This design comes from an exercise in tuning for small area, a short achievable clock period and few clock cycles on the open sky130 flow, not from production work. Only simulation tests tie the RTL to the original design; equivalence was not proved. No activity file was given, so power comes from the tool's default toggle rates.

==> flow/design.v, too long to show whole: its modules and the start of the top module <==
// module a_ring: 17 lines
// module bram_buffer: 20 lines
// module c_ring: 25 lines
// module pe: 1245 lines
// module booth8_enc: 21 lines
// module systolic_array: 26 lines
// module gemm_controller: 57 lines
// module gemm_accelerator_top: 50 lines
module gemm_accelerator_top #(
    parameter N  = 4,
    parameter DW = 16,
    parameter DEPTH = 16,
    parameter LAT = 3      
)(
    input         clk,
    input         rst_n,
    input         start_accel,
    output        done_accel,
    input         host_we_a,
    input  [7:0]  host_addr_a,
    input  [N*DW-1:0] host_wdata_a,
    input         host_we_b,
    input  [7:0]  host_addr_b,
    input  [N*DW-1:0] host_wdata_b,
    input  [7:0]  host_addr_c,
    output [N*DW-1:0] host_rdata_c
);
  // ...
==> flow/run.sh <==
#!/bin/bash
# synth_recipe.tcl (not shown) runs the flow's synth.tcl, then flattens the netlist and writes it again
# the make line also repeats each setting of config.mk as NAME=value (left out here)
make -C /OpenROAD-flow-scripts/flow DESIGN_CONFIG=/design/flow/config.mk WORK_HOME=/design/flow/orfs CLKGATE_MAP_FILE= SYNTH_SCRIPT=/design/flow/synth_recipe.tcl finish
==> flow/config.mk <==
export PLATFORM = sky130hd
export DESIGN_NAME = gemm_accelerator_top
export DESIGN_NICKNAME = gemm_accelerator_top
export VERILOG_FILES = /design/flow/design.v
export SDC_FILE = /design/flow/constraint.sdc
export NUM_CORES = 4
export LEC_CHECK = 0
export ABC_CLOCK_PERIOD_IN_PS = 2000
export CAP_MARGIN = 20
export CORE_MARGIN = 2
export CORE_UTILIZATION = 40
export SETUP_SLACK_MARGIN = 4.3
export SLEW_MARGIN = 20
==> flow/constraint.sdc <==
create_clock -name core_clock -period 7.0 [get_ports {clk}]
set_input_delay 1.4000 -clock core_clock [delete_from_list [all_inputs] [get_ports {clk}]]
set_output_delay 1.4000 -clock core_clock [all_outputs]
set_load 0.01 [all_outputs]
==> results.env, run 1 <==
CTS.REPORTEDPATHS.CLKPINSLEW_PS=60
CTS-ROOT-BUF='sky130_fd_sc_hd__clkbuf_16'
REG.LARGEST.LIST='buff_A.mem: 1024 flops, buff_C.mem: 1024 flops, buff_B.mem: 416 flops'
CRITPATHMAXFANOUT=13
SETUP_VIOLATIONS=0
GRT_SETUP_UNREPAIRED='true'
MINIMUM_SETUP_SLACK_IN_THE_FINAL_DESIGN_PS=3770
YS.WARNINGS.COUNT=9
TIMING.FINAL.HOLD_VIOLATIONS=0
TIMING.HOLD.WORST.START='array_core.COL[2].col.n_q[0]'
DIE_AREA_SQ_MM=0.349
P_SEQ_mW=31.3
POST_SYNTH_INST_COUNT=10800
POWER.COMBINATIONAL.FRACTION_PCT=48.1
GLOBALPLACE.CONGESTION=1.00
FP.DIEW_UM=591
WIRE_LENGTH_REPORTED_BY_THE_DETAILED_ROUTER_MM=504
LAYOUT.CELLS.MOST_COMMON_LIST='2654 x sky130_fd_sc_hd__dfxtp_1, 964 x sky130_fd_sc_hd__xnor2_1, 896 x sky130_fd_sc_hd__a22o_1, 724 x sky130_fd_sc_hd__a221oi_1, 689 x sky130_fd_sc_hd__mux2_2'
VDD_DROP_MAX_uV=1270
DESIGN.PORTCOUNT=222
SYNTH_TOP_CELL_AREA_SHARE_PCT=41.0
CPLARGESTDELAYFAMILY='XOR/XNOR gates'
SYNTH_EDF_COUNT=416
DETAIL_ROUTE.WL_PER_CELL_UM=31.4
P_INT_mW=57.4
INITIALDRTVIOLATIONCOUNT=11300
OUTCOME='finished clean'
WORST_HOLD_PATH_TYPE='flop to flop'
Testbench counts, summed over its fixed seeds: cycles 6,536.
==> module a_ring, before the edit <==
module a_ring (
    input              clk,
    input      [63:0]  q,          
    input              we,
    input      [3:0]   waddr,
    input      [63:0]  din,
    output     [63:0]  row0,       
    output     [63:0]  row15       
);
    reg [63:0] mem [0:15];
    integer i;
    always @(posedge clk)
        for (i = 0; i < 16; i = i + 1)
            mem[i] <= (we && waddr == q[4*((i + 1) % 16) +: 4]) ? din : mem[(i + 1) % 16];
    assign row0  = mem[0];
    assign row15 = mem[15];
endmodule
==> module c_ring, before the edit <==
module c_ring #(
    parameter OFS = 0
)(
    input              clk,
    input      [63:0]  q,
    input              ins,        
    input      [63:0]  din,
    input      [3:0]   raddr,
    output reg [63:0]  dout
);
    reg [63:0] mem [0:15];
    reg [63:0] rd;
    integer i;
    always @(*) begin
        rd = 64'd0;
        for (i = 0; i < 16; i = i + 1)
            rd = rd | ({64{raddr == q[4*((i + 16 - OFS) % 16) +: 4]}} & mem[i]);
    end
    always @(posedge clk) begin
        for (i = 0; i < 15; i = i + 1)
            mem[i] <= mem[i + 1];
        mem[15] <= ins ? din : mem[0];
        dout <= rd;
    end
endmodule
==> module systolic_array, before the edit <==
module systolic_array (
    input          clk,
    input  [63:0]  a_now,         
    input  [63:0]  a_prev,        
    input  [415:0] b_all,         
    output [63:0]  c_row
);
    reg [63:0] t_q;
    integer k;
    always @(posedge clk)
        for (k = 0; k < 4; k = k + 1)
            t_q[16*k +: 16] <= a_now[16*k +: 16] + {a_now[16*k +: 15], 1'b0};
    genvar j;
    generate
        for (j = 0; j < 4; j = j + 1) begin : COL
            pe col (
                .clk  (clk),
                .a_in (a_prev),
                .t_in (t_q),
                .b_in ({b_all[312 + 26*j +: 26], b_all[208 + 26*j +: 26],
                        b_all[104 + 26*j +: 26], b_all[      26*j +: 26]}),
                .c_out(c_row[16*j +: 16])
            );
        end
    endgenerate
endmodule
==> module gemm_controller, before the edit <==
module gemm_controller #(
    parameter LAT = 3               
)(
    input            clk,
    input            rst_n,
    input            start,
    output reg       done,
    output    [63:0] q,
    output           c_ins          
);
    reg           busy;
    reg [3:0]     cnt;              
    reg [LAT-1:0] vld;              
    reg [LAT-1:0] lst;              
    reg [3:0]     tag [0:15];
    integer       p;
    wire go    = !busy && start;
    wire issue = go || (busy && cnt != 4'd0);
    wire last  = busy && cnt == 4'd15;
    assign c_ins = vld[LAT-1];
    genvar g;
    generate
        for (g = 0; g < 16; g = g + 1) begin : Q
            assign q[4*g +: 4] = tag[g];
        end
    endgenerate
    always @(posedge clk or negedge rst_n) begin
        if (!rst_n) begin
            for (p = 0; p < 16; p = p + 1)
                tag[p] <= p[3:0];
        end else begin
            for (p = 0; p < 16; p = p + 1)
                tag[p] <= tag[(p + 1) % 16];
        end
    end
    always @(posedge clk or negedge rst_n) begin
        if (!rst_n) begin
            busy <= 1'b0;
            done <= 1'b0;
            cnt  <= 4'd0;
            vld  <= {LAT{1'b0}};
            lst  <= {LAT{1'b0}};
        end else begin
            if (go)
                cnt <= 4'd1;
            else if (busy && cnt != 4'd0)
                cnt <= cnt + 4'd1;         
            if (go)
                busy <= 1'b1;
            else if (lst[LAT-1])
                busy <= 1'b0;
            done <= lst[LAT-1];
            vld  <= {vld[LAT-2:0], issue};
            lst  <= {lst[LAT-2:0], last};
        end
    end
endmodule
==> module gemm_accelerator_top, before the edit <==
module gemm_accelerator_top #(
    parameter N  = 4,
    parameter DW = 16,
    parameter DEPTH = 16,
    parameter LAT = 3      
)(
    input         clk,
    input         rst_n,
    input         start_accel,
    output        done_accel,
    input         host_we_a,
    input  [7:0]  host_addr_a,
    input  [N*DW-1:0] host_wdata_a,
    input         host_we_b,
    input  [7:0]  host_addr_b,
    input  [N*DW-1:0] host_wdata_b,
    input  [7:0]  host_addr_c,
    output [N*DW-1:0] host_rdata_c
);
    wire [63:0]  q;
    wire         c_ins;
    wire [63:0]  a_now, a_prev, c_row;
    wire [415:0] b_all;         
    wire [103:0] b_enc;
    a_ring buff_A (
        .clk(clk), .q(q), .we(host_we_a), .waddr(host_addr_a[3:0]),
        .din(host_wdata_a), .row0(a_now), .row15(a_prev)
    );
    genvar e;
    generate
        for (e = 0; e < 4; e = e + 1) begin : BENC
            booth8_enc enc (.b(host_wdata_b[16*e +: 16]), .r(b_enc[26*e +: 26]));
        end
    endgenerate
    bram_buffer #(.WIDTH(104), .DEPTH(4)) buff_B (
        .clk(clk), .we(host_we_b), .waddr(host_addr_b[1:0]), .din(b_enc),
        .all(b_all)
    );
    c_ring #(.OFS(LAT)) buff_C (
        .clk(clk), .q(q), .ins(c_ins), .din(c_row),
        .raddr(host_addr_c[3:0]), .dout(host_rdata_c)
    );
    systolic_array array_core (
        .clk(clk), .a_now(a_now), .a_prev(a_prev), .b_all(b_all), .c_row(c_row)
    );
    gemm_controller #(.LAT(LAT)) ctrl_unit (
        .clk(clk), .rst_n(rst_n), .start(start_accel),
        .done(done_accel), .q(q), .c_ins(c_ins)
    );
endmodule
==> run 2, diff against run 1 <==
--- a/flow/design.v
+++ b/flow/design.v
@@ -7,13 +7,19 @@
     input      [63:0]  din,
     output     [63:0]  row0,       
-    output     [63:0]  row15       
+    output     [63:0]  row1,       
+    output             wr0         
 );
     reg [63:0] mem [0:15];
+    reg [63:0] nxt [0:15];
     integer i;
+    always @(*)
+        for (i = 0; i < 16; i = i + 1)
+            nxt[i] = (we && waddr == q[4*((i + 1) % 16) +: 4]) ? din : mem[(i + 1) % 16];
     always @(posedge clk)
         for (i = 0; i < 16; i = i + 1)
-            mem[i] <= (we && waddr == q[4*((i + 1) % 16) +: 4]) ? din : mem[(i + 1) % 16];
-    assign row0  = mem[0];
-    assign row15 = mem[15];
+            mem[i] <= nxt[i];
+    assign row0 = mem[0];
+    assign row1 = mem[1];
+    assign wr0  = we && waddr == q[7:4];
 endmodule
 module bram_buffer #(
@@ -48,15 +54,17 @@
 );
     reg [63:0] mem [0:15];
+    wire [63:0] top_next = ins ? din : mem[0];
     reg [63:0] rd;
     integer i;
     always @(*) begin
         rd = 64'd0;
-        for (i = 0; i < 16; i = i + 1)
+        for (i = 1; i < 16; i = i + 1)
             rd = rd | ({64{raddr == q[4*((i + 16 - OFS) % 16) +: 4]}} & mem[i]);
+        rd = rd | ({64{raddr == q[4*((16 - OFS) % 16) +: 4]}} & top_next);
     end
     always @(posedge clk) begin
         for (i = 0; i < 15; i = i + 1)
             mem[i] <= mem[i + 1];
-        mem[15] <= ins ? din : mem[0];
+        mem[15] <= top_next;
         dout <= rd;
     end
@@ -83,14 +91,19 @@
     wire [25:0] b3 = b_in[103:78];
     reg  [15:0] p0_x;
-    reg  [15:0] p0_y;
+    reg  [15:3] p0_y;
+    reg  [15:12] p0_z;
     reg  [15:0] p1_x;
-    reg  [15:0] p1_y;
+    reg  [15:3] p1_y;
+    reg  [15:12] p1_z;
     reg  [15:0] p2_x;
-    reg  [15:0] p2_y;
+    reg  [15:3] p2_y;
+    reg  [15:12] p2_z;
     reg  [15:0] p3_x;
-    reg  [15:0] p3_y;
+    reg  [15:3] p3_y;
+    reg  [15:12] p3_z;
     reg  [15:0] n_q;
     reg  [15:0] s_x;
     reg  [15:0] s_y;
+    reg  [15:12] s_z;
     wire pp1;
     wire pp2;
@@ -693,4 +706,16 @@
     wire s599;
     wire c600;
+    wire s601;
+    wire c602;
+    wire s603;
+    wire c604;
+    wire s605;
+    wire c606;
+    wire s607;
+    wire c608;
+    wire s609;
+    wire c610;
+    wire s611;
+    wire c612;
     assign pp1 = ((b0[0] & a0[0]) | (b0[2] & t0[0])) ^ b0[4];
     assign pp2 = ((b0[0] & a0[1]) | (b0[2] & t0[1]) | (b0[1] & a0[0])) ^ b0[4];
@@ -780,12 +805,12 @@
     assign s86 = s66 ^ pp42 ^ c65;
     assign c87 = (s66 & pp42) | (s66 & c65) | (pp42 & c65);
-    assign s88 = s68 ^ pp47 ^ c67;
-    assign c89 = (s68 & pp47) | (s68 & c67) | (pp47 & c67);
-    assign s90 = s70 ^ c53 ^ c69;
-    assign c91 = (s70 & c53) | (s70 & c69) | (c53 & c69);
-    assign s92 = s72 ^ c55 ^ c71;
-    assign c93 = (s72 & c55) | (s72 & c71) | (c55 & c71);
-    assign s94 = s74 ^ c57 ^ c73;
-    assign c95 = (s74 & c57) | (s74 & c73) | (c57 & c73);
+    assign s88 = s68 ^ pp47;
+    assign c89 = s68 & pp47;
+    assign s90 = s70 ^ c53;
+    assign c91 = s70 & c53;
+    assign s92 = s72 ^ c55;
+    assign c93 = s72 & c55;
+    assign s94 = s74 ^ c57;
+    assign c95 = s74 & c57;
     assign pp96 = ((b1[0] & a1[0]) | (b1[2] & t1[0])) ^ b1[4];
     assign pp97 = ((b1[0] & a1[1]) | (b1[2] & t1[1]) | (b1[1] & a1[0])) ^ b1[4];
@@ -875,12 +900,12 @@
     assign s181 = s161 ^ pp137 ^ c160;
     assign c182 = (s161 & pp137) | (s161 & c160) | (pp137 & c160);
-    assign s183 = s163 ^ pp142 ^ c162;
-    assign c184 = (s163 & pp142) | (s163 & c162) | (pp142 & c162);
-    assign s185 = s165 ^ c148 ^ c164;
-    assign c186 = (s165 & c148) | (s165 & c164) | (c148 & c164);
-    assign s187 = s167 ^ c150 ^ c166;
-    assign c188 = (s167 & c150) | (s167 & c166) | (c150 & c166);
-    assign s189 = s169 ^ c152 ^ c168;
-    assign c190 = (s169 & c152) | (s169 & c168) | (c152 & c168);
+    assign s183 = s163 ^ pp142;
+    assign c184 = s163 & pp142;
+    assign s185 = s165 ^ c148;
+    assign c186 = s165 & c148;
+    assign s187 = s167 ^ c150;
+    assign c188 = s167 & c150;
+    assign s189 = s169 ^ c152;
+    assign c190 = s169 & c152;
     assign pp191 = ((b2[0] & a2[0]) | (b2[2] & t2[0])) ^ b2[4];
     assign pp192 = ((b2[0] & a2[1]) | (b2[2] & t2[1]) | (b2[1] & a2[0])) ^ b2[4];
@@ -970,12 +995,12 @@
     assign s276 = s256 ^ pp232 ^ c255;
     assign c277 = (s256 & pp232) | (s256 & c255) | (pp232 & c255);
-    assign s278 = s258 ^ pp237 ^ c257;
-    assign c279 = (s258 & pp237) | (s258 & c257) | (pp237 & c257);
-    assign s280 = s260 ^ c243 ^ c259;
-    assign c281 = (s260 & c243) | (s260 & c259) | (c243 & c259);
-    assign s282 = s262 ^ c245 ^ c261;
-    assign c283 = (s262 & c245) | (s262 & c261) | (c245 & c261);
-    assign s284 = s264 ^ c247 ^ c263;
-    assign c285 = (s264 & c247) | (s264 & c263) | (c247 & c263);
+    assign s278 = s258 ^ pp237;
+    assign c279 = s258 & pp237;
+    assign s280 = s260 ^ c243;
+    assign c281 = s260 & c243;
+    assign s282 = s262 ^ c245;
+    assign c283 = s262 & c245;
+    assign s284 = s264 ^ c247;
+    assign c285 = s264 & c247;
     assign pp286 = ((b3[0] & a3[0]) | (b3[2] & t3[0])) ^ b3[4];
     assign pp287 = ((b3[0] & a3[1]) | (b3[2] & t3[1]) | (b3[1] & a3[0])) ^ b3[4];
@@ -1065,245 +1090,262 @@
     assign s371 = s351 ^ pp327 ^ c350;
     assign c372 = (s351 & pp327) | (s351 & c350) | (pp327 & c350);
-    assign s373 = s353 ^ pp332 ^ c352;
-    assign c374 = (s353 & pp332) | (s353 & c352) | (pp332 & c352);
-    assign s375 = s355 ^ c338 ^ c354;
-    assign c376 = (s355 & c338) | (s355 & c354) | (c338 & c354);
-    assign s377 = s357 ^ c340 ^ c356;
-    assign c378 = (s357 & c340) | (s357 & c356) | (c340 & c356);
-    assign s379 = s359 ^ c342 ^ c358;
-    assign c380 = (s359 & c342) | (s359 & c358) | (c342 & c358);
-    assign s381 = p0_x[0] ^ p0_y[0] ^ p1_x[0];
-    assign c382 = (p0_x[0] & p0_y[0]) | (p0_x[0] & p1_x[0]) | (p0_y[0] & p1_x[0]);
-    assign s383 = p1_y[0] ^ p2_x[0];
-    assign c384 = p1_y[0] & p2_x[0];
-    assign s385 = p0_x[1] ^ p0_y[1] ^ p1_x[1];
-    assign c386 = (p0_x[1] & p0_y[1]) | (p0_x[1] & p1_x[1]) | (p0_y[1] & p1_x[1]);
-    assign s387 = p1_y[1] ^ p2_x[1] ^ p2_y[1];
-    assign c388 = (p1_y[1] & p2_x[1]) | (p1_y[1] & p2_y[1]) | (p2_x[1] & p2_y[1]);
-    assign s389 = p3_x[1] ^ p3_y[1];
-    assign c390 = p3_x[1] & p3_y[1];
-    assign s391 = p0_x[2] ^ p0_y[2] ^ p1_x[2];
-    assign c392 = (p0_x[2] & p0_y[2]) | (p0_x[2] & p1_x[2]) | (p0_y[2] & p1_x[2]);
-    assign s393 = p1_y[2] ^ p2_x[2] ^ p2_y[2];
-    assign c394 = (p1_y[2] & p2_x[2]) | (p1_y[2] & p2_y[2]) | (p2_x[2] & p2_y[2]);
-    assign s395 = p3_x[2] ^ p3_y[2] ^ n_q[2];
-    assign c396 = (p3_x[2] & p3_y[2]) | (p3_x[2] & n_q[2]) | (p3_y[2] & n_q[2]);
-    assign s397 = p0_x[3] ^ p0_y[3] ^ p1_x[3];
-    assign c398 = (p0_x[3] & p0_y[3]) | (p0_x[3] & p1_x[3]) | (p0_y[3] & p1_x[3]);
-    assign s399 = p1_y[3] ^ p2_x[3] ^ p2_y[3];
-    assign c400 = (p1_y[3] & p2_x[3]) | (p1_y[3] & p2_y[3]) | (p2_x[3] & p2_y[3]);
-    assign s401 = p3_x[3] ^ p3_y[3] ^ n_q[3];
-    assign c402 = (p3_x[3] & p3_y[3]) | (p3_x[3] & n_q[3]) | (p3_y[3] & n_q[3]);
-    assign s403 = p0_x[4] ^ p0_y[4] ^ p1_x[4];
-    assign c404 = (p0_x[4] & p0_y[4]) | (p0_x[4] & p1_x[4]) | (p0_y[4] & p1_x[4]);
-    assign s405 = p1_y[4] ^ p2_x[4] ^ p2_y[4];
-    assign c406 = (p1_y[4] & p2_x[4]) | (p1_y[4] & p2_y[4]) | (p2_x[4] & p2_y[4]);
-    assign s407 = p3_x[4] ^ p3_y[4] ^ n_q[4];
-    assign c408 = (p3_x[4] & p3_y[4]) | (p3_x[4] & n_q[4]) | (p3_y[4] & n_q[4]);
-    assign s409 = p0_x[5] ^ p0_y[5] ^ p1_x[5];
-    assign c410 = (p0_x[5] & p0_y[5]) | (p0_x[5] & p1_x[5]) | (p0_y[5] & p1_x[5]);
-    assign s411 = p1_y[5] ^ p2_x[5] ^ p2_y[5];
-    assign c412 = (p1_y[5] & p2_x[5]) | (p1_y[5] & p2_y[5]) | (p2_x[5] & p2_y[5]);
-    assign s413 = p3_x[5] ^ p3_y[5] ^ n_q[5];
-    assign c414 = (p3_x[5] & p3_y[5]) | (p3_x[5] & n_q[5]) | (p3_y[5] & n_q[5]);
-    assign s415 = p0_x[6] ^ p0_y[6] ^ p1_x[6];
-    assign c416 = (p0_x[6] & p0_y[6]) | (p0_x[6] & p1_x[6]) | (p0_y[6] & p1_x[6]);
-    assign s417 = p1_y[6] ^ p2_x[6] ^ p2_y[6];
-    assign c418 = (p1_y[6] & p2_x[6]) | (p1_y[6] & p2_y[6]) | (p2_x[6] & p2_y[6]);
-    assign s419 = p3_x[6] ^ p3_y[6] ^ n_q[6];
-    assign c420 = (p3_x[6] & p3_y[6]) | (p3_x[6] & n_q[6]) | (p3_y[6] & n_q[6]);
-    assign s421 = p0_x[7] ^ p0_y[7] ^ p1_x[7];
-    assign c422 = (p0_x[7] & p0_y[7]) | (p0_x[7] & p1_x[7]) | (p0_y[7] & p1_x[7]);
-    assign s423 = p1_y[7] ^ p2_x[7] ^ p2_y[7];
-    assign c424 = (p1_y[7] & p2_x[7]) | (p1_y[7] & p2_y[7]) | (p2_x[7] & p2_y[7]);
-    assign s425 = p3_x[7] ^ p3_y[7] ^ n_q[7];
-    assign c426 = (p3_x[7] & p3_y[7]) | (p3_x[7] & n_q[7]) | (p3_y[7] & n_q[7]);
-    assign s427 = p0_x[8] ^ p0_y[8] ^ p1_x[8];
-    assign c428 = (p0_x[8] & p0_y[8]) | (p0_x[8] & p1_x[8]) | (p0_y[8] & p1_x[8]);
-    assign s429 = p1_y[8] ^ p2_x[8] ^ p2_y[8];
-    assign c430 = (p1_y[8] & p2_x[8]) | (p1_y[8] & p2_y[8]) | (p2_x[8] & p2_y[8]);
-    assign s431 = p3_x[8] ^ p3_y[8] ^ n_q[8];
-    assign c432 = (p3_x[8] & p3_y[8]) | (p3_x[8] & n_q[8]) | (p3_y[8] & n_q[8]);
-    assign s433 = p0_x[9] ^ p0_y[9] ^ p1_x[9];
-    assign c434 = (p0_x[9] & p0_y[9]) | (p0_x[9] & p1_x[9]) | (p0_y[9] & p1_x[9]);
-    assign s435 = p1_y[9] ^ p2_x[9] ^ p2_y[9];
-    assign c436 = (p1_y[9] & p2_x[9]) | (p1_y[9] & p2_y[9]) | (p2_x[9] & p2_y[9]);
-    assign s437 = p3_x[9] ^ p3_y[9] ^ n_q[9];
-    assign c438 = (p3_x[9] & p3_y[9]) | (p3_x[9] & n_q[9]) | (p3_y[9] & n_q[9]);
-    assign s439 = p0_x[10] ^ p0_y[10] ^ p1_x[10];
-    assign c440 = (p0_x[10] & p0_y[10]) | (p0_x[10] & p1_x[10]) | (p0_y[10] & p1_x[10]);
-    assign s441 = p1_y[10] ^ p2_x[10] ^ p2_y[10];
-    assign c442 = (p1_y[10] & p2_x[10]) | (p1_y[10] & p2_y[10]) | (p2_x[10] & p2_y[10]);
-    assign s443 = p3_x[10] ^ p3_y[10] ^ n_q[10];
-    assign c444 = (p3_x[10] & p3_y[10]) | (p3_x[10] & n_q[10]) | (p3_y[10] & n_q[10]);
-    assign s445 = p0_x[11] ^ p0_y[11] ^ p1_x[11];
-    assign c446 = (p0_x[11] & p0_y[11]) | (p0_x[11] & p1_x[11]) | (p0_y[11] & p1_x[11]);
-    assign s447 = p1_y[11] ^ p2_x[11] ^ p2_y[11];
-    assign c448 = (p1_y[11] & p2_x[11]) | (p1_y[11] & p2_y[11]) | (p2_x[11] & p2_y[11]);
-    assign s449 = p3_x[11] ^ p3_y[11] ^ n_q[11];
-    assign c450 = (p3_x[11] & p3_y[11]) | (p3_x[11] & n_q[11]) | (p3_y[11] & n_q[11]);
-    assign s451 = p0_x[12] ^ p0_y[12] ^ p1_x[12];
-    assign c452 = (p0_x[12] & p0_y[12]) | (p0_x[12] & p1_x[12]) | (p0_y[12] & p1_x[12]);
-    assign s453 = p1_y[12] ^ p2_x[12] ^ p2_y[12];
-    assign c454 = (p1_y[12] & p2_x[12]) | (p1_y[12] & p2_y[12]) | (p2_x[12] & p2_y[12]);
-    assign s455 = p3_x[12] ^ p3_y[12] ^ n_q[12];
-    assign c456 = (p3_x[12] & p3_y[12]) | (p3_x[12] & n_q[12]) | (p3_y[12] & n_q[12]);
-    assign s457 = p0_x[13] ^ p0_y[13] ^ p1_x[13];
-    assign c458 = (p0_x[13] & p0_y[13]) | (p0_x[13] & p1_x[13]) | (p0_y[13] & p1_x[13]);
-    assign s459 = p1_y[13] ^ p2_x[13] ^ p2_y[13];
-    assign c460 = (p1_y[13] & p2_x[13]) | (p1_y[13] & p2_y[13]) | (p2_x[13] & p2_y[13]);
-    assign s461 = p3_x[13] ^ p3_y[13] ^ n_q[13];
-    assign c462 = (p3_x[13] & p3_y[13]) | (p3_x[13] & n_q[13]) | (p3_y[13] & n_q[13]);
-    assign s463 = p0_x[14] ^ p0_y[14] ^ p1_x[14];
-    assign c464 = (p0_x[14] & p0_y[14]) | (p0_x[14] & p1_x[14]) | (p0_y[14] & p1_x[14]);
-    assign s465 = p1_y[14] ^ p2_x[14] ^ p2_y[14];
-    assign c466 = (p1_y[14] & p2_x[14]) | (p1_y[14] & p2_y[14]) | (p2_x[14] & p2_y[14]);
-    assign s467 = p3_x[14] ^ p3_y[14] ^ n_q[14];
-    assign c468 = (p3_x[14] & p3_y[14]) | (p3_x[14] & n_q[14]) | (p3_y[14] & n_q[14]);
-    assign s469 = p0_x[15] ^ p0_y[15] ^ p1_x[15];
-    assign c470 = (p0_x[15] & p0_y[15]) | (p0_x[15] & p1_x[15]) | (p0_y[15] & p1_x[15]);
-    assign s471 = p1_y[15] ^ p2_x[15] ^ p2_y[15];
-    assign c472 = (p1_y[15] & p2_x[15]) | (p1_y[15] & p2_y[15]) | (p2_x[15] & p2_y[15]);
-    assign s473 = p3_x[15] ^ p3_y[15] ^ n_q[15];
-    assign c474 = (p3_x[15] & p3_y[15]) | (p3_x[15] & n_q[15]) | (p3_y[15] & n_q[15]);
-    assign s475 = s381 ^ s383 ^ p2_y[0];
-    assign c476 = (s381 & s383) | (s381 & p2_y[0]) | (s383 & p2_y[0]);
-    assign s477 = s385 ^ s387 ^ s389;
-    assign c478 = (s385 & s387) | (s385 & s389) | (s387 & s389);
-    assign s479 = n_q[1] ^ c382;
-    assign c480 = n_q[1] & c382;
-    assign s481 = s391 ^ s393 ^ s395;
-    assign c482 = (s391 & s393) | (s391 & s395) | (s393 & s395);
-    assign s483 = c386 ^ c388 ^ c390;
-    assign c484 = (c386 & c388) | (c386 & c390) | (c388 & c390);
-    assign s485 = s397 ^ s399 ^ s401;
-    assign c486 = (s397 & s399) | (s397 & s401) | (s399 & s401);
-    assign s487 = c392 ^ c394 ^ c396;
-    assign c488 = (c392 & c394) | (c392 & c396) | (c394 & c396);
-    assign s489 = s403 ^ s405 ^ s407;
-    assign c490 = (s403 & s405) | (s403 & s407) | (s405 & s407);
-    assign s491 = c398 ^ c400 ^ c402;
-    assign c492 = (c398 & c400) | (c398 & c402) | (c400 & c402);
-    assign s493 = s409 ^ s411 ^ s413;
-    assign c494 = (s409 & s411) | (s409 & s413) | (s411 & s413);
-    assign s495 = c404 ^ c406 ^ c408;
-    assign c496 = (c404 & c406) | (c404 & c408) | (c406 & c408);
-    assign s497 = s415 ^ s417 ^ s419;
-    assign c498 = (s415 & s417) | (s415 & s419) | (s417 & s419);
-    assign s499 = c410 ^ c412 ^ c414;
-    assign c500 = (c410 & c412) | (c410 & c414) | (c412 & c414);
-    assign s501 = s421 ^ s423 ^ s425;
-    assign c502 = (s421 & s423) | (s421 & s425) | (s423 & s425);
-    assign s503 = c416 ^ c418 ^ c420;
-    assign c504 = (c416 & c418) | (c416 & c420) | (c418 & c420);
-    assign s505 = s427 ^ s429 ^ s431;
-    assign c506 = (s427 & s429) | (s427 & s431) | (s429 & s431);
-    assign s507 = c422 ^ c424 ^ c426;
-    assign c508 = (c422 & c424) | (c422 & c426) | (c424 & c426);
-    assign s509 = s433 ^ s435 ^ s437;
-    assign c510 = (s433 & s435) | (s433 & s437) | (s435 & s437);
-    assign s511 = c428 ^ c430 ^ c432;
-    assign c512 = (c428 & c430) | (c428 & c432) | (c430 & c432);
-    assign s513 = s439 ^ s441 ^ s443;
-    assign c514 = (s439 & s441) | (s439 & s443) | (s441 & s443);
-    assign s515 = c434 ^ c436 ^ c438;
-    assign c516 = (c434 & c436) | (c434 & c438) | (c436 & c438);
-    assign s517 = s445 ^ s447 ^ s449;
-    assign c518 = (s445 & s447) | (s445 & s449) | (s447 & s449);
-    assign s519 = c440 ^ c442 ^ c444;
-    assign c520 = (c440 & c442) | (c440 & c444) | (c442 & c444);
-    assign s521 = s451 ^ s453 ^ s455;
-    assign c522 = (s451 & s453) | (s451 & s455) | (s453 & s455);
-    assign s523 = c446 ^ c448 ^ c450;
-    assign c524 = (c446 & c448) | (c446 & c450) | (c448 & c450);
-    assign s525 = s457 ^ s459 ^ s461;
-    assign c526 = (s457 & s459) | (s457 & s461) | (s459 & s461);
-    assign s527 = c452 ^ c454 ^ c456;
-    assign c528 = (c452 & c454) | (c452 & c456) | (c454 & c456);
-    assign s529 = s463 ^ s465 ^ s467;
-    assign c530 = (s463 & s465) | (s463 & s467) | (s465 & s467);
-    assign s531 = c458 ^ c460 ^ c462;
-    assign c532 = (c458 & c460) | (c458 & c462) | (c460 & c462);
-    assign s533 = s469 ^ s471 ^ s473;
-    assign c534 = (s469 & s471) | (s469 & s473) | (s471 & s473);
-    assign s535 = c464 ^ c466 ^ c468;
-    assign c536 = (c464 & c466) | (c464 & c468) | (c466 & c468);
-    assign s537 = s475 ^ p3_x[0];
-    assign c538 = s475 & p3_x[0];
-    assign s539 = s477 ^ s479 ^ c384;
-    assign c540 = (s477 & s479) | (s477 & c384) | (s479 & c384);
-    assign s541 = s481 ^ s483 ^ c478;
-    assign c542 = (s481 & s483) | (s481 & c478) | (s483 & c478);
-    assign s543 = s485 ^ s487 ^ c482;
-    assign c544 = (s485 & s487) | (s485 & c482) | (s487 & c482);
-    assign s545 = s489 ^ s491 ^ c486;
-    assign c546 = (s489 & s491) | (s489 & c486) | (s491 & c486);
-    assign s547 = s493 ^ s495 ^ c490;
-    assign c548 = (s493 & s495) | (s493 & c490) | (s495 & c490);
-    assign s549 = s497 ^ s499 ^ c494;
-    assign c550 = (s497 & s499) | (s497 & c494) | (s499 & c494);
-    assign s551 = s501 ^ s503 ^ c498;
-    assign c552 = (s501 & s503) | (s501 & c498) | (s503 & c498);
-    assign s553 = s505 ^ s507 ^ c502;
-    assign c554 = (s505 & s507) | (s505 & c502) | (s507 & c502);
-    assign s555 = s509 ^ s511 ^ c506;
-    assign c556 = (s509 & s511) | (s509 & c506) | (s511 & c506);
-    assign s557 = s513 ^ s515 ^ c510;
-    assign c558 = (s513 & s515) | (s513 & c510) | (s515 & c510);
-    assign s559 = s517 ^ s519 ^ c514;
-    assign c560 = (s517 & s519) | (s517 & c514) | (s519 & c514);
-    assign s561 = s521 ^ s523 ^ c518;
-    assign c562 = (s521 & s523) | (s521 & c518) | (s523 & c518);
-    assign s563 = s525 ^ s527 ^ c522;
-    assign c564 = (s525 & s527) | (s525 & c522) | (s527 & c522);
-    assign s565 = s529 ^ s531 ^ c526;
-    assign c566 = (s529 & s531) | (s529 & c526) | (s531 & c526);
-    assign s567 = s533 ^ s535 ^ c530;
-    assign c568 = (s533 & s535) | (s533 & c530) | (s535 & c530);
-    assign s569 = s537 ^ p3_y[0];
-    assign c570 = s537 & p3_y[0];
-    assign s571 = s539 ^ c476 ^ c538;
-    assign c572 = (s539 & c476) | (s539 & c538) | (c476 & c538);
-    assign s573 = s541 ^ c480 ^ c540;
-    assign c574 = (s541 & c480) | (s541 & c540) | (c480 & c540);
+    assign s373 = s353 ^ pp332;
+    assign c374 = s353 & pp332;
+    assign s375 = s355 ^ c338;
+    assign c376 = s355 & c338;
+    assign s377 = s357 ^ c340;
+    assign c378 = s357 & c340;
+    assign s379 = s359 ^ c342;
+    assign c380 = s359 & c342;
+    assign s381 = p0_x[12] ^ p0_y[12] ^ p0_z[12];
+    assign c382 = (p0_x[12] & p0_y[12]) | (p0_x[12] & p0_z[12]) | (p0_y[12] & p0_z[12]);
+    assign s383 = p1_x[12] ^ p1_y[12] ^ p1_z[12];
+    assign c384 = (p1_x[12] & p1_y[12]) | (p1_x[12] & p1_z[12]) | (p1_y[12] & p1_z[12]);
+    assign s385 = p0_x[13] ^ p0_y[13] ^ p0_z[13];
+    assign c386 = (p0_x[13] & p0_y[13]) | (p0_x[13] & p0_z[13]) | (p0_y[13] & p0_z[13]);
+    assign s387 = p1_x[13] ^ p1_y[13] ^ p1_z[13];
+    assign c388 = (p1_x[13] & p1_y[13]) | (p1_x[13] & p1_z[13]) | (p1_y[13] & p1_z[13]);
+    assign s389 = p2_x[13] ^ p2_y[13] ^ p2_z[13];
+    assign c390 = (p2_x[13] & p2_y[13]) | (p2_x[13] & p2_z[13]) | (p2_y[13] & p2_z[13]);
+    assign s391 = p0_x[14] ^ p0_y[14] ^ p0_z[14];
+    assign c392 = (p0_x[14] & p0_y[14]) | (p0_x[14] & p0_z[14]) | (p0_y[14] & p0_z[14]);
+    assign s393 = p1_x[14] ^ p1_y[14] ^ p1_z[14];
+    assign c394 = (p1_x[14] & p1_y[14]) | (p1_x[14] & p1_z[14]) | (p1_y[14] & p1_z[14]);
+    assign s395 = p2_x[14] ^ p2_y[14] ^ p2_z[14];
+    assign c396 = (p2_x[14] & p2_y[14]) | (p2_x[14] & p2_z[14]) | (p2_y[14] & p2_z[14]);
+    assign s397 = p3_x[14] ^ p3_y[14];
+    assign c398 = p3_x[14] & p3_y[14];
+    assign s399 = p0_x[15] ^ p0_y[15] ^ p0_z[15];
+    assign c400 = (p0_x[15] & p0_y[15]) | (p0_x[15] & p0_z[15]) | (p0_y[15] & p0_z[15]);
+    assign s401 = p1_x[15] ^ p1_y[15] ^ p1_z[15];
+    assign c402 = (p1_x[15] & p1_y[15]) | (p1_x[15] & p1_z[15]) | (p1_y[15] & p1_z[15]);
+    assign s403 = p2_x[15] ^ p2_y[15] ^ p2_z[15];
+    assign c404 = (p2_x[15] & p2_y[15]) | (p2_x[15] & p2_z[15]) | (p2_y[15] & p2_z[15]);
+    assign s405 = p3_x[15] ^ p3_y[15] ^ p3_z[15];
+    assign c406 = (p3_x[15] & p3_y[15]) | (p3_x[15] & p3_z[15]) | (p3_y[15] & p3_z[15]);
+    assign s407 = p0_x[3] ^ p0_y[3] ^ p1_x[3];
+    assign c408 = (p0_x[3] & p0_y[3]) | (p0_x[3] & p1_x[3]) | (p0_y[3] & p1_x[3]);
+    assign s409 = p1_y[3] ^ p2_x[3];
+    assign c410 = p1_y[3] & p2_x[3];
+    assign s411 = p0_x[4] ^ p0_y[4] ^ p1_x[4];
+    assign c412 = (p0_x[4] & p0_y[4]) | (p0_x[4] & p1_x[4]) | (p0_y[4] & p1_x[4]);
+    assign s413 = p1_y[4] ^ p2_x[4] ^ p2_y[4];
+    assign c414 = (p1_y[4] & p2_x[4]) | (p1_y[4] & p2_y[4]) | (p2_x[4] & p2_y[4]);
+    assign s415 = p3_x[4] ^ p3_y[4];
+    assign c416 = p3_x[4] & p3_y[4];
+    assign s417 = p0_x[5] ^ p0_y[5] ^ p1_x[5];
+    assign c418 = (p0_x[5] & p0_y[5]) | (p0_x[5] & p1_x[5]) | (p0_y[5] & p1_x[5]);
+    assign s419 = p1_y[5] ^ p2_x[5] ^ p2_y[5];
+    assign c420 = (p1_y[5] & p2_x[5]) | (p1_y[5] & p2_y[5]) | (p2_x[5] & p2_y[5]);
+    assign s421 = p3_x[5] ^ p3_y[5] ^ n_q[5];
+    assign c422 = (p3_x[5] & p3_y[5]) | (p3_x[5] & n_q[5]) | (p3_y[5] & n_q[5]);
+    assign s423 = p0_x[6] ^ p0_y[6] ^ p1_x[6];
+    assign c424 = (p0_x[6] & p0_y[6]) | (p0_x[6] & p1_x[6]) | (p0_y[6] & p1_x[6]);
+    assign s425 = p1_y[6] ^ p2_x[6] ^ p2_y[6];
+    assign c426 = (p1_y[6] & p2_x[6]) | (p1_y[6] & p2_y[6]) | (p2_x[6] & p2_y[6]);
+    assign s427 = p3_x[6] ^ p3_y[6] ^ n_q[6];
+    assign c428 = (p3_x[6] & p3_y[6]) | (p3_x[6] & n_q[6]) | (p3_y[6] & n_q[6]);
+    assign s429 = p0_x[7] ^ p0_y[7] ^ p1_x[7];
+    assign c430 = (p0_x[7] & p0_y[7]) | (p0_x[7] & p1_x[7]) | (p0_y[7] & p1_x[7]);
+    assign s431 = p1_y[7] ^ p2_x[7] ^ p2_y[7];
+    assign c432 = (p1_y[7] & p2_x[7]) | (p1_y[7] & p2_y[7]) | (p2_x[7] & p2_y[7]);
+    assign s433 = p3_x[7] ^ p3_y[7] ^ n_q[7];
+    assign c434 = (p3_x[7] & p3_y[7]) | (p3_x[7] & n_q[7]) | (p3_y[7] & n_q[7]);
+    assign s435 = p0_x[8] ^ p0_y[8] ^ p1_x[8];
+    assign c436 = (p0_x[8] & p0_y[8]) | (p0_x[8] & p1_x[8]) | (p0_y[8] & p1_x[8]);
+    assign s437 = p1_y[8] ^ p2_x[8] ^ p2_y[8];
+    assign c438 = (p1_y[8] & p2_x[8]) | (p1_y[8] & p2_y[8]) | (p2_x[8] & p2_y[8]);
+    assign s439 = p3_x[8] ^ p3_y[8] ^ n_q[8];
+    assign c440 = (p3_x[8] & p3_y[8]) | (p3_x[8] & n_q[8]) | (p3_y[8] & n_q[8]);
+    assign s441 = p0_x[9] ^ p0_y[9] ^ p1_x[9];
+    assign c442 = (p0_x[9] & p0_y[9]) | (p0_x[9] & p1_x[9]) | (p0_y[9] & p1_x[9]);
+    assign s443 = p1_y[9] ^ p2_x[9] ^ p2_y[9];
+    assign c444 = (p1_y[9] & p2_x[9]) | (p1_y[9] & p2_y[9]) | (p2_x[9] & p2_y[9]);
+    assign s445 = p3_x[9] ^ p3_y[9] ^ n_q[9];
+    assign c446 = (p3_x[9] & p3_y[9]) | (p3_x[9] & n_q[9]) | (p3_y[9] & n_q[9]);
+    assign s447 = p0_x[10] ^ p0_y[10] ^ p1_x[10];
+    assign c448 = (p0_x[10] & p0_y[10]) | (p0_x[10] & p1_x[10]) | (p0_y[10] & p1_x[10]);
+    assign s449 = p1_y[10] ^ p2_x[10] ^ p2_y[10];
+    assign c450 = (p1_y[10] & p2_x[10]) | (p1_y[10] & p2_y[10]) | (p2_x[10] & p2_y[10]);
+    assign s451 = p3_x[10] ^ p3_y[10] ^ n_q[10];
+    assign c452 = (p3_x[10] & p3_y[10]) | (p3_x[10] & n_q[10]) | (p3_y[10] & n_q[10]);
+    assign s453 = p0_x[11] ^ p0_y[11] ^ p1_x[11];
+    assign c454 = (p0_x[11] & p0_y[11]) | (p0_x[11] & p1_x[11]) | (p0_y[11] & p1_x[11]);
+    assign s455 = p1_y[11] ^ p2_x[11] ^ p2_y[11];
+    assign c456 = (p1_y[11] & p2_x[11]) | (p1_y[11] & p2_y[11]) | (p2_x[11] & p2_y[11]);
+    assign s457 = p3_x[11] ^ p3_y[11] ^ n_q[11];
+    assign c458 = (p3_x[11] & p3_y[11]) | (p3_x[11] & n_q[11]) | (p3_y[11] & n_q[11]);
+    assign s459 = s381 ^ s383 ^ p2_x[12];
+    assign c460 = (s381 & s383) | (s381 & p2_x[12]) | (s383 & p2_x[12]);
+    assign s461 = p2_y[12] ^ p2_z[12] ^ p3_x[12];
+    assign c462 = (p2_y[12] & p2_z[12]) | (p2_y[12] & p3_x[12]) | (p2_z[12] & p3_x[12]);
+    assign s463 = p3_y[12] ^ p3_z[12] ^ n_q[12];
+    assign c464 = (p3_y[12] & p3_z[12]) | (p3_y[12] & n_q[12]) | (p3_z[12] & n_q[12]);
+    assign s465 = s385 ^ s387 ^ s389;
+    assign c466 = (s385 & s387) | (s385 & s389) | (s387 & s389);
+    assign s467 = p3_x[13] ^ p3_y[13] ^ p3_z[13];
+    assign c468 = (p3_x[13] & p3_y[13]) | (p3_x[13] & p3_z[13]) | (p3_y[13] & p3_z[13]);
+    assign s469 = n_q[13] ^ c382 ^ c384;
+    assign c470 = (n_q[13] & c382) | (n_q[13] & c384) | (c382 & c384);
+    assign s471 = s391 ^ s393 ^ s395;
+    assign c472 = (s391 & s393) | (s391 & s395) | (s393 & s395);
+    assign s473 = s397 ^ p3_z[14] ^ n_q[14];
+    assign c474 = (s397 & p3_z[14]) | (s397 & n_q[14]) | (p3_z[14] & n_q[14]);
+    assign s475 = c386 ^ c388 ^ c390;
+    assign c476 = (c386 & c388) | (c386 & c390) | (c388 & c390);
+    assign s477 = s399 ^ s401 ^ s403;
+    assign c478 = (s399 & s401) | (s399 & s403) | (s401 & s403);
+    assign s479 = s405 ^ n_q[15] ^ c392;
+    assign c480 = (s405 & n_q[15]) | (s405 & c392) | (n_q[15] & c392);
+    assign s481 = c394 ^ c396 ^ c398;
+    assign c482 = (c394 & c396) | (c394 & c398) | (c396 & c398);
+    assign s483 = p0_x[0] ^ p1_x[0];
+    assign c484 = p0_x[0] & p1_x[0];
+    assign s485 = p0_x[1] ^ p1_x[1] ^ p2_x[1];
+    assign c486 = (p0_x[1] & p1_x[1]) | (p0_x[1] & p2_x[1]) | (p1_x[1] & p2_x[1]);
+    assign s487 = p0_x[2] ^ p1_x[2] ^ p2_x[2];
+    assign c488 = (p0_x[2] & p1_x[2]) | (p0_x[2] & p2_x[2]) | (p1_x[2] & p2_x[2]);
+    assign s489 = s407 ^ s409 ^ p2_y[3];
+    assign c490 = (s407 & s409) | (s407 & p2_y[3]) | (s409 & p2_y[3]);
+    assign s491 = p3_x[3] ^ p3_y[3];
+    assign c492 = p3_x[3] & p3_y[3];
+    assign s493 = s411 ^ s413 ^ s415;
+    assign c494 = (s411 & s413) | (s411 & s415) | (s413 & s415);
+    assign s495 = n_q[4] ^ c408 ^ c410;
+    assign c496 = (n_q[4] & c408) | (n_q[4] & c410) | (c408 & c410);
+    assign s497 = s417 ^ s419 ^ s421;
+    assign c498 = (s417 & s419) | (s417 & s421) | (s419 & s421);
+    assign s499 = c412 ^ c414 ^ c416;
+    assign c500 = (c412 & c414) | (c412 & c416) | (c414 & c416);
+    assign s501 = s423 ^ s425 ^ s427;
+    assign c502 = (s423 & s425) | (s423 & s427) | (s425 & s427);
+    assign s503 = c418 ^ c420 ^ c422;
+    assign c504 = (c418 & c420) | (c418 & c422) | (c420 & c422);
+    assign s505 = s429 ^ s431 ^ s433;
+    assign c506 = (s429 & s431) | (s429 & s433) | (s431 & s433);
+    assign s507 = c424 ^ c426 ^ c428;
+    assign c508 = (c424 & c426) | (c424 & c428) | (c426 & c428);
+    assign s509 = s435 ^ s437 ^ s439;
+    assign c510 = (s435 & s437) | (s435 & s439) | (s437 & s439);
+    assign s511 = c430 ^ c432 ^ c434;
+    assign c512 = (c430 & c432) | (c430 & c434) | (c432 & c434);
+    assign s513 = s441 ^ s443 ^ s445;
+    assign c514 = (s441 & s443) | (s441 & s445) | (s443 & s445);
+    assign s515 = c436 ^ c438 ^ c440;
+    assign c516 = (c436 & c438) | (c436 & c440) | (c438 & c440);
+    assign s517 = s447 ^ s449 ^ s451;
+    assign c518 = (s447 & s449) | (s447 & s451) | (s449 & s451);
+    assign s519 = c442 ^ c444 ^ c446;
+    assign c520 = (c442 & c444) | (c442 & c446) | (c444 & c446);
+    assign s521 = s453 ^ s455 ^ s457;
+    assign c522 = (s453 & s455) | (s453 & s457) | (s455 & s457);
+    assign s523 = c448 ^ c450 ^ c452;
+    assign c524 = (c448 & c450) | (c448 & c452) | (c450 & c452);
+    assign s525 = s459 ^ s461 ^ s463;
+    assign c526 = (s459 & s461) | (s459 & s463) | (s461 & s463);
+    assign s527 = c454 ^ c456 ^ c458;
+    assign c528 = (c454 & c456) | (c454 & c458) | (c456 & c458);
+    assign s529 = s465 ^ s467 ^ s469;
+    assign c530 = (s465 & s467) | (s465 & s469) | (s467 & s469);
+    assign s531 = c460 ^ c462 ^ c464;
+    assign c532 = (c460 & c462) | (c460 & c464) | (c462 & c464);
+    assign s533 = s471 ^ s473 ^ s475;
+    assign c534 = (s471 & s473) | (s471 & s475) | (s473 & s475);
+    assign s535 = c466 ^ c468 ^ c470;
+    assign c536 = (c466 & c468) | (c466 & c470) | (c468 & c470);
+    assign s537 = s477 ^ s479 ^ s481;
+    assign c538 = (s477 & s479) | (s477 & s481) | (s479 & s481);
+    assign s539 = c472 ^ c474 ^ c476;
+    assign c540 = (c472 & c474) | (c472 & c476) | (c474 & c476);
+    assign s541 = s483 ^ p2_x[0];
+    assign c542 = s483 & p2_x[0];
+    assign s543 = s485 ^ p3_x[1] ^ n_q[1];
+    assign c544 = (s485 & p3_x[1]) | (s485 & n_q[1]) | (p3_x[1] & n_q[1]);
+    assign s545 = s487 ^ p3_x[2] ^ n_q[2];
+    assign c546 = (s487 & p3_x[2]) | (s487 & n_q[2]) | (p3_x[2] & n_q[2]);
+    assign s547 = s489 ^ s491 ^ n_q[3];
+    assign c548 = (s489 & s491) | (s489 & n_q[3]) | (s491 & n_q[3]);
+    assign s549 = s493 ^ s495 ^ c490;
+    assign c550 = (s493 & s495) | (s493 & c490) | (s495 & c490);
+    assign s551 = s497 ^ s499 ^ c494;
+    assign c552 = (s497 & s499) | (s497 & c494) | (s499 & c494);
+    assign s553 = s501 ^ s503 ^ c498;
+    assign c554 = (s501 & s503) | (s501 & c498) | (s503 & c498);
+    assign s555 = s505 ^ s507 ^ c502;
+    assign c556 = (s505 & s507) | (s505 & c502) | (s507 & c502);
+    assign s557 = s509 ^ s511 ^ c506;
+    assign c558 = (s509 & s511) | (s509 & c506) | (s511 & c506);
+    assign s559 = s513 ^ s515 ^ c510;
+    assign c560 = (s513 & s515) | (s513 & c510) | (s515 & c510);
+    assign s561 = s517 ^ s519 ^ c514;
+    assign c562 = (s517 & s519) | (s517 & c514) | (s519 & c514);
+    assign s563 = s521 ^ s523 ^ c518;
+    assign c564 = (s521 & s523) | (s521 & c518) | (s523 & c518);
+    assign s565 = s525 ^ s527 ^ c522;
+    assign c566 = (s525 & s527) | (s525 & c522) | (s527 & c522);
+    assign s567 = s529 ^ s531 ^ c526;
+    assign c568 = (s529 & s531) | (s529 & c526) | (s531 & c526);
+    assign s569 = s533 ^ s535 ^ c530;
+    assign c570 = (s533 & s535) | (s533 & c530) | (s535 & c530);
+    assign s571 = s537 ^ s539 ^ c534;
+    assign c572 = (s537 & s539) | (s537 & c534) | (s539 & c534);
+    assign s573 = s541 ^ p3_x[0];
+    assign c574 = s541 & p3_x[0];
     assign s575 = s543 ^ c484 ^ c542;
     assign c576 = (s543 & c484) | (s543 & c542) | (c484 & c542);
-    assign s577 = s545 ^ c488 ^ c544;
-    assign c578 = (s545 & c488) | (s545 & c544) | (c488 & c544);
-    assign s579 = s547 ^ c492 ^ c546;
-    assign c580 = (s547 & c492) | (s547 & c546) | (c492 & c546);
-    assign s581 = s549 ^ c496 ^ c548;
-    assign c582 = (s549 & c496) | (s549 & c548) | (c496 & c548);
-    assign s583 = s551 ^ c500 ^ c550;
-    assign c584 = (s551 & c500) | (s551 & c550) | (c500 & c550);
-    assign s585 = s553 ^ c504 ^ c552;
-    assign c586 = (s553 & c504) | (s553 & c552) | (c504 & c552);
-    assign s587 = s555 ^ c508 ^ c554;
-    assign c588 = (s555 & c508) | (s555 & c554) | (c508 & c554);
-    assign s589 = s557 ^ c512 ^ c556;
-    assign c590 = (s557 & c512) | (s557 & c556) | (c512 & c556);
-    assign s591 = s559 ^ c516 ^ c558;
-    assign c592 = (s559 & c516) | (s559 & c558) | (c516 & c558);
-    assign s593 = s561 ^ c520 ^ c560;
-    assign c594 = (s561 & c520) | (s561 & c560) | (c520 & c560);
-    assign s595 = s563 ^ c524 ^ c562;
-    assign c596 = (s563 & c524) | (s563 & c562) | (c524 & c562);
-    assign s597 = s565 ^ c528 ^ c564;
-    assign c598 = (s565 & c528) | (s565 & c564) | (c528 & c564);
-    assign s599 = s567 ^ c532 ^ c566;
-    assign c600 = (s567 & c532) | (s567 & c566) | (c532 & c566);
-    assign c_out = s_x + s_y;
+    assign s577 = s545 ^ c486 ^ c544;
+    assign c578 = (s545 & c486) | (s545 & c544) | (c486 & c544);
+    assign s579 = s547 ^ c488 ^ c546;
+    assign c580 = (s547 & c488) | (s547 & c546) | (c488 & c546);
+    assign s581 = s549 ^ c492 ^ c548;
+    assign c582 = (s549 & c492) | (s549 & c548) | (c492 & c548);
+    assign s583 = s551 ^ c496 ^ c550;
+    assign c584 = (s551 & c496) | (s551 & c550) | (c496 & c550);
+    assign s585 = s553 ^ c500 ^ c552;
+    assign c586 = (s553 & c500) | (s553 & c552) | (c500 & c552);
+    assign s587 = s555 ^ c504 ^ c554;
+    assign c588 = (s555 & c504) | (s555 & c554) | (c504 & c554);
+    assign s589 = s557 ^ c508 ^ c556;
+    assign c590 = (s557 & c508) | (s557 & c556) | (c508 & c556);
+    assign s591 = s559 ^ c512 ^ c558;
+    assign c592 = (s559 & c512) | (s559 & c558) | (c512 & c558);
+    assign s593 = s561 ^ c516 ^ c560;
+    assign c594 = (s561 & c516) | (s561 & c560) | (c516 & c560);
+    assign s595 = s563 ^ c520 ^ c562;
+    assign c596 = (s563 & c520) | (s563 & c562) | (c520 & c562);
+    assign s597 = s565 ^ c524;
+    assign c598 = s565 & c524;
+    assign s599 = s567 ^ c528;
+    assign c600 = s567 & c528;
+    assign s601 = s569 ^ c532;
+    assign c602 = s569 & c532;
+    assign s603 = s571 ^ c536;
+    assign c604 = s571 & c536;
+    assign s605 = s_x[12] ^ s_y[12];
+    assign c606 = s_x[12] & s_y[12];
+    assign s607 = s_x[13] ^ s_y[13] ^ s_z[13];
+    assign c608 = (s_x[13] & s_y[13]) | (s_x[13] & s_z[13]) | (s_y[13] & s_z[13]);
+    assign s609 = s_x[14] ^ s_y[14] ^ s_z[14];
+    assign c610 = (s_x[14] & s_y[14]) | (s_x[14] & s_z[14]) | (s_y[14] & s_z[14]);
+    assign s611 = s_x[15] ^ s_y[15] ^ s_z[15];
+    assign c612 = (s_x[15] & s_y[15]) | (s_x[15] & s_z[15]) | (s_y[15] & s_z[15]);
+    assign c_out = {s611, s609, s607, s605, s_x[11], s_x[10], s_x[9], s_x[8], s_x[7], s_x[6], s_x[5], s_x[4], s_x[3], s_x[2], s_x[1], s_x[0]} + {c610, c608, c606, s_z[12], s_y[11], s_y[10], s_y[9], s_y[8], s_y[7], s_y[6], s_y[5], s_y[4], s_y[3], s_y[2], s_y[1], s_y[0]};
     always @(posedge clk) begin
         p0_x <= {s94, s92, s90, s88, s86, s84, s82, s80, s78, s76, pp6, pp5, pp4, pp3, pp2, pp1};
-        p0_y <= {c93, c91, c89, c87, c85, c83, c81, c79, c77, pp30, pp19, pp18, pp17, 1'b0, 1'b0, 1'b0};
+        p0_y <= {c73, c71, c69, c67, c85, c83, c81, c79, c77, pp30, pp19, pp18, pp17};
+        p0_z <= {c93, c91, c89, c87};
         p1_x <= {s189, s187, s185, s183, s181, s179, s177, s175, s173, s171, pp101, pp100, pp99, pp98, pp97, pp96};
-        p1_y <= {c188, c186, c184, c182, c180, c178, c176, c174, c172, pp125, pp114, pp113, pp112, 1'b0, 1'b0, 1'b0};
+        p1_y <= {c168, c166, c164, c162, c180, c178, c176, c174, c172, pp125, pp114, pp113, pp112};
+        p1_z <= {c188, c186, c184, c182};
         p2_x <= {s284, s282, s280, s278, s276, s274, s272, s270, s268, s266, pp196, pp195, pp194, pp193, pp192, pp191};
-        p2_y <= {c283, c281, c279, c277, c275, c273, c271, c269, c267, pp220, pp209, pp208, pp207, 1'b0, 1'b0, 1'b0};
+        p2_y <= {c263, c261, c259, c257, c275, c273, c271, c269, c267, pp220, pp209, pp208, pp207};
+        p2_z <= {c283, c281, c279, c277};
         p3_x <= {s379, s377, s375, s373, s371, s369, s367, s365, s363, s361, pp291, pp290, pp289, pp288, pp287, pp286};
-        p3_y <= {c378, c376, c374, c372, c370, c368, c366, c364, c362, pp315, pp304, pp303, pp302, 1'b0, 1'b0, 1'b0};
+        p3_y <= {c358, c356, c354, c352, c370, c368, c366, c364, c362, pp315, pp304, pp303, pp302};
+        p3_z <= {c378, c376, c374, c372};
         n_q <= (16'd1 & {16{b0[4]}}) + (16'd8 & {16{b0[9]}}) + (16'd64 & {16{b0[14]}}) + (16'd512 & {16{b0[19]}}) + (16'd4096 & {16{b0[24]}}) + (16'd1 & {16{b1[4]}}) + (16'd8 & {16{b1[9]}}) + (16'd64 & {16{b1[14]}}) + (16'd512 & {16{b1[19]}}) + (16'd4096 & {16{b1[24]}}) + (16'd1 & {16{b2[4]}}) + (16'd8 & {16{b2[9]}}) + (16'd64 & {16{b2[14]}}) + (16'd512 & {16{b2[19]}}) + (16'd4096 & {16{b2[24]}}) + (16'd1 & {16{b3[4]}}) + (16'd8 & {16{b3[9]}}) + (16'd64 & {16{b3[14]}}) + (16'd512 & {16{b3[19]}}) + (16'd4096 & {16{b3[24]}});
-        s_x <= {s599, s597, s595, s593, s591, s589, s587, s585, s583, s581, s579, s577, s575, s573, s571, s569};
-        s_y <= {c598, c596, c594, c592, c590, c588, c586, c584, c582, c580, c578, c576, c574, c572, c570, n_q[0]};
+        s_x <= {s603, s601, s599, s597, s595, s593, s591, s589, s587, s585, s583, s581, s579, s577, s575, s573};
+        s_y <= {c570, c568, c566, c564, c594, c592, c590, c588, c586, c584, c582, c580, c578, c576, c574, n_q[0]};
+        s_z <= {c602, c600, c598, c596};
     end
 endmodule
@@ -1332,6 +1374,6 @@
 module systolic_array (
     input          clk,
-    input  [63:0]  a_now,         
-    input  [63:0]  a_prev,        
+    input  [63:0]  a_row,         
+    input  [63:0]  a_row1,        
     input  [415:0] b_all,         
     output [63:0]  c_row
@@ -1341,5 +1383,5 @@
     always @(posedge clk)
         for (k = 0; k < 4; k = k + 1)
-            t_q[16*k +: 16] <= a_now[16*k +: 16] + {a_now[16*k +: 15], 1'b0};
+            t_q[16*k +: 16] <= a_row1[16*k +: 16] + {a_row1[16*k +: 15], 1'b0};
     genvar j;
     generate
@@ -1347,5 +1389,5 @@
             pe col (
                 .clk  (clk),
-                .a_in (a_prev),
+                .a_in (a_row),
                 .t_in (t_q),
                 .b_in ({b_all[312 + 26*j +: 26], b_all[208 + 26*j +: 26],
@@ -1358,9 +1400,10 @@
 `timescale 1ns / 1ps
 module gemm_controller #(
-    parameter LAT = 3               
+    parameter LAT = 2               
 )(
     input            clk,
     input            rst_n,
     input            start,
+    input            a_wr0,         
     output reg       done,
     output    [63:0] q,
@@ -1368,12 +1411,15 @@
 );
     reg           busy;
-    reg [3:0]     cnt;              
+    reg [4:0]     left;             
+    reg           wr0_q;
     reg [LAT-1:0] vld;              
     reg [LAT-1:0] lst;              
     reg [3:0]     tag [0:15];
     integer       p;
-    wire go    = !busy && start;
-    wire issue = go || (busy && cnt != 4'd0);
-    wire last  = busy && cnt == 4'd15;
+    wire go        = !busy && start;
+    wire issue_go  = go && !wr0_q;
+    wire issue_run = busy && left != 5'd0;
+    wire issue     = issue_go || issue_run;
+    wire last      = issue_run && left == 5'd1;
     assign c_ins = vld[LAT-1];
     genvar g;
@@ -1396,17 +1442,19 @@
             busy <= 1'b0;
             done <= 1'b0;
-            cnt  <= 4'd0;
+            left <= 5'd0;
+            wr0_q <= 1'b0;
             vld  <= {LAT{1'b0}};
             lst  <= {LAT{1'b0}};
         end else begin
+            wr0_q <= a_wr0;
             if (go)
-                cnt <= 4'd1;
-            else if (busy && cnt != 4'd0)
-                cnt <= cnt + 4'd1;         
+                left <= issue_go ? 5'd15 : 5'd16;
+            else if (issue_run)
+                left <= left - 5'd1;
             if (go)
                 busy <= 1'b1;
-            else if (lst[LAT-1])
+            else if (lst[LAT-2])
                 busy <= 1'b0;
-            done <= lst[LAT-1];
+            done <= lst[LAT-2];
             vld  <= {vld[LAT-2:0], issue};
             lst  <= {lst[LAT-2:0], last};
@@ -1419,5 +1467,5 @@
     parameter DW = 16,
     parameter DEPTH = 16,
-    parameter LAT = 3      
+    parameter LAT = 2      
 )(
     input         clk,
@@ -1436,10 +1484,11 @@
     wire [63:0]  q;
     wire         c_ins;
-    wire [63:0]  a_now, a_prev, c_row;
+    wire [63:0]  a_row, a_row1, c_row;
+    wire         a_wr0;
     wire [415:0] b_all;         
     wire [103:0] b_enc;
     a_ring buff_A (
         .clk(clk), .q(q), .we(host_we_a), .waddr(host_addr_a[3:0]),
-        .din(host_wdata_a), .row0(a_now), .row15(a_prev)
+        .din(host_wdata_a), .row0(a_row), .row1(a_row1), .wr0(a_wr0)
     );
     genvar e;
@@ -1458,8 +1507,8 @@
     );
     systolic_array array_core (
-        .clk(clk), .a_now(a_now), .a_prev(a_prev), .b_all(b_all), .c_row(c_row)
+        .clk(clk), .a_row(a_row), .a_row1(a_row1), .b_all(b_all), .c_row(c_row)
     );
     gemm_controller #(.LAT(LAT)) ctrl_unit (
-        .clk(clk), .rst_n(rst_n), .start(start_accel),
+        .clk(clk), .rst_n(rst_n), .start(start_accel), .a_wr0(a_wr0),
         .done(done_accel), .q(q), .c_ins(c_ins)
     );
--- a/flow/config.mk
+++ b/flow/config.mk
@@ -6,8 +6,9 @@
 export NUM_CORES = 4
 export LEC_CHECK = 0
-export ABC_CLOCK_PERIOD_IN_PS = 2000
 export CAP_MARGIN = 20
 export CORE_MARGIN = 2
-export CORE_UTILIZATION = 40
-export SETUP_SLACK_MARGIN = 4.3
+export CORE_UTILIZATION = 55
+export CTS_CLUSTER_DIAMETER = 60
+export CTS_CLUSTER_SIZE = 24
+export SETUP_SLACK_MARGIN = 4.15
 export SLEW_MARGIN = 20
==> run 2 against run 1 <==
  * Still clean on timing, DRC and antenna
  * Cell count down 8.6%
  * Synthesized cell count up 3.4%
  * Count of clock-buffer cells in the layout down 261
  * Clock power down 26%
  * Via count down 2.1%
  * Largest power group unchanged
==> results.env, run 2 <==
INITIAL_UTILIZATION_PCT=55.2  # was 40.2%
OUTCOME='finished clean'  # unchanged
GRT_PASS1_WL_MM=640  # was 693 mm
CTS.REPORTEDPATHS.CLKPINSLEW_PS=90  # was 60 ps
SETUP_VIOLATIONS=0  # unchanged
RELATIVE_CONTRIBUTION_OF_SEQUENTIAL_CELLS_TO_TOTAL_POWER_PCT=36.9  # was 32.4%
SYNTH_EDF_COUNT=416  # unchanged
GRT_SETUP_UNREPAIRED='true'  # unchanged
CAP_VIOL_MAX_COUNT=0  # unchanged
HTREE_LEVELS=4  # was 5
CPLARGESTDELAYFAMILY='flip-flops'  # was XOR/XNOR gates
TIMING.HOLD.WORST.START='buff_C.mem[13][16]'  # was array_core.COL[2].col.n_q[0]
COMMONEST_NON_FILL_NON_TAP_CELL_IN_THE_LAYOUT='sky130_fd_sc_hd__dfxtp_1'  # unchanged
VDD_DROP_MAX_uV=649  # was 1270 uV
POSTROUTEANTENNANETS=0  # unchanged
FRACTION_OF_SYNTHESIS_FLOPS_USING_AN_ASYNCHRONOUS_SET_OR_RESET_PIN_PCT=2.21  # was 2.29%
NET-SWITCHING-POWER_mW=36.1  # was 39.4 mW
YS.WARNINGS.COUNT=10  # was 9
GLOBALPLACE.CONGESTION=0.963  # was 1.00
CRITPATHMAXFANOUT=1  # was 13
SYNTH_TOP_CELL_AREA_SHARE_PCT=41.6  # was 41.0%
WIRE_LENGTH_REPORTED_BY_THE_DETAILED_ROUTER_MM=458  # was 504 mm
ANTENNA_FOUND_INITIAL=53  # was 65
MINIMUM_SETUP_SLACK_IN_THE_FINAL_DESIGN_PS=4060  # was 3770 ps
INITIALDRTVIOLATIONCOUNT=11000  # was 11300
P_TOTAL_mW=87.9  # was 96.8 mW
FP.DIEW_UM=509  # was 591 um
DIE_AREA_SQ_MM=0.259  # was 0.349 sq mm
DETAIL_ROUTE.DRC_VIOLATIONS=0  # unchanged
CTS.SINKS=3399  # was 3316
POWER.COMBINATIONAL.FRACTION_PCT=47.3  # was 48.1%
STDCELL_AREA_SQ_MM=0.157  # was 0.166 sq mm
P_INT_mW=51.7  # was 57.4 mW
GLOBAL_ROUTE.OVERFLOW_TOTAL=0  # unchanged
REGTOREGSTARTPOINT='array_core.COL[1].col.p1_z[14]'  # was buff_B.mem[0][57]
SYNTH.NET_COUNT=12200  # was 11800
YOSYS-TOP-CELLS-AREA='sky130_fd_sc_hd__dfxtp_1 42%, sky130_fd_sc_hd__edfxtp_1 8.9%, sky130_fd_sc_hd__fa_1 8.5%, sky130_fd_sc_hd__mux2_2 7.3%, sky130_fd_sc_hd__xnor2_1 6.6%'  # was sky130_fd_sc_hd__dfxtp_1 41%, sky130_fd_sc_hd__edfxtp_1 9.1%, sky130_fd_sc_hd__fa_1 8.9%, sky130_fd_sc_hd__mux2_2 7.8%, sky130_fd_sc_hd__xnor2_1 6.6%
DETAIL_ROUTE.WL_PER_CELL_UM=31.2  # was 31.4 um
POST_DRT_VIA_CELL_RATIO=6.27  # was 5.85
POST_SYNTH_INST_COUNT=11200  # was 10800
WORST_HOLD_PATH_TYPE='flop to flop'  # unchanged
TIMING.FINAL.HOLD_VIOLATIONS=0  # unchanged
REG.LARGEST.LIST='buff_A.mem: 1024 flops, buff_C.mem: 1024 flops, buff_B.mem: 416 flops'  # unchanged
LAYOUT.CELLS.MOST_COMMON_LIST='2775 x sky130_fd_sc_hd__dfxtp_1, 1014 x sky130_fd_sc_hd__xnor2_1, 728 x sky130_fd_sc_hd__a22o_1, 671 x sky130_fd_sc_hd__a221oi_1, 620 x sky130_fd_sc_hd__mux2_2'  # was 2654 x sky130_fd_sc_hd__dfxtp_1, 964 x sky130_fd_sc_hd__xnor2_1, 896 x sky130_fd_sc_hd__a22o_1, 724 x sky130_fd_sc_hd__a221oi_1, 689 x sky130_fd_sc_hd__mux2_2
DESIGN.PORTCOUNT=222  # unchanged
SLEW_HEADROOM_PCT=17.0  # was 14.0%
PORT_BUFFERS=207  # unchanged
SHARE_CLK_OF_TOTAL_POWER_PCT=15.8  # was 19.5%
CTS-ROOT-BUF='sky130_fd_sc_hd__clkbuf_16'  # unchanged
run 2: cell types whose count changed after synthesis, moves of 51 or more:
cell                       before   now
sky130_fd_sc_hd__a22oi_1       84   345
sky130_fd_sc_hd__a22o_1       897   728
sky130_fd_sc_hd__a221oi_1     897   729
sky130_fd_sc_hd__nand2_1      118   270
sky130_fd_sc_hd__clkbuf_1     562   675
sky130_fd_sc_hd__dfxtp_1     2824  2908
sky130_fd_sc_hd__buf_1        195   112
sky130_fd_sc_hd__ha_1         246   299
sky130_fd_sc_hd__mux2_2       958   907
run 2: cell type report:
cell class,instances,area (sq um)
Fill cell,20000,96300
Sequential cell,3399,72900
Multi-Input combinational cell,6174,63400
Timing Repair Buffer,716,7010
Clock buffer,244,5620
Tap cell,3366,4210
Inverter,628,2360
Clock inverter,135,1860
Antenna cell,30,75.1
run 2: cell families after synthesis:
family / share of synthesized area, %
xor+xnor: 7.79
flops: 51.8
mux: 7.98
simple gates: 2.97
compound gates: 13.7
buf+inv: 4.61
fa+ha+maj: 11.1
run 2: timing repair:
item	CTS	global route
endpoints found under the setup margin	1483	743
setup buffers	125	154
cloned	3	10
resized for setup	567	191
pin swaps	94	91
endpoints found under the hold margin	0	0
run 2: how the worst min path moves through the flow:
stage | end | slack, ps | cells past startpoint
2_1_floorplan | array_core.COL[0].col.s_y[0] | 310 | 0
3_3_place_gp | array_core.COL[1].col.s_y[0] | 320 | 0
3_5_place_dp | array_core.COL[0].col.s_y[0] | 310 | 0
4_1_cts | ctrl_unit.lst[0] | 300 | 1
5_1_grt | buff_C.mem[6][17] | 310 | 0
6_report | buff_C.mem[12][16] | 310 | 0
run 2: power by group through the flow:
stage	Clock (mW)	Combinational, mW	Sequential, mW
final	13.9	41.6	32.4
after global routing	14.8	45.1	33.0
after floorplan	0	24.9	30.2
after global placement	0	39.1	32.4
after CTS	14.1	40.6	32.3
after detailed placement	0	39.5	32.6
run 2: metal layers:
layer  up-vias  share of wire, %  track usage (%)  wire length (um)
met5         -              0.13            0.130               594
met4        42               6.2             17.8             28400
met3      1308                11             10.6             51900
met2      5013                43             51.3            197000
met1     46000                39             44.4            180000
li1      39800                 -                -                 -
Testbench counts of run 2, summed over its fixed seeds: cycles 6,286.

[separate check: timing with driven ports]
In the flow no input, the clock included, has a driving cell. The finished layouts below were timed again as built, in two steps. Step 1, drivers: a clkbuf_16 drives clk and a buf_2 each remaining input, both assumed. Step 2 times the ports against the registers' clock, not the clock port: input delays grow and output delays shrink by t, the midpoint of the rising clock arrivals with the driver on. Three values: ideal, step 1, step 2; two values: the first two.
| run | t, ns | setup slack, ns | cell pins on the clock port's net |
|---|---|---|---|
| run 1 | 1.061 | 3.774 / 3.774 / 3.155 | 1 |
| run 2 | 1.003 | 4.065 / 3.951 / 3.159 | 1 |
After both steps every run listed still meets setup and hold. The setup slack of run 2, which loses most, moves by -0.114 ns with the drivers and by -0.906 ns with both steps.
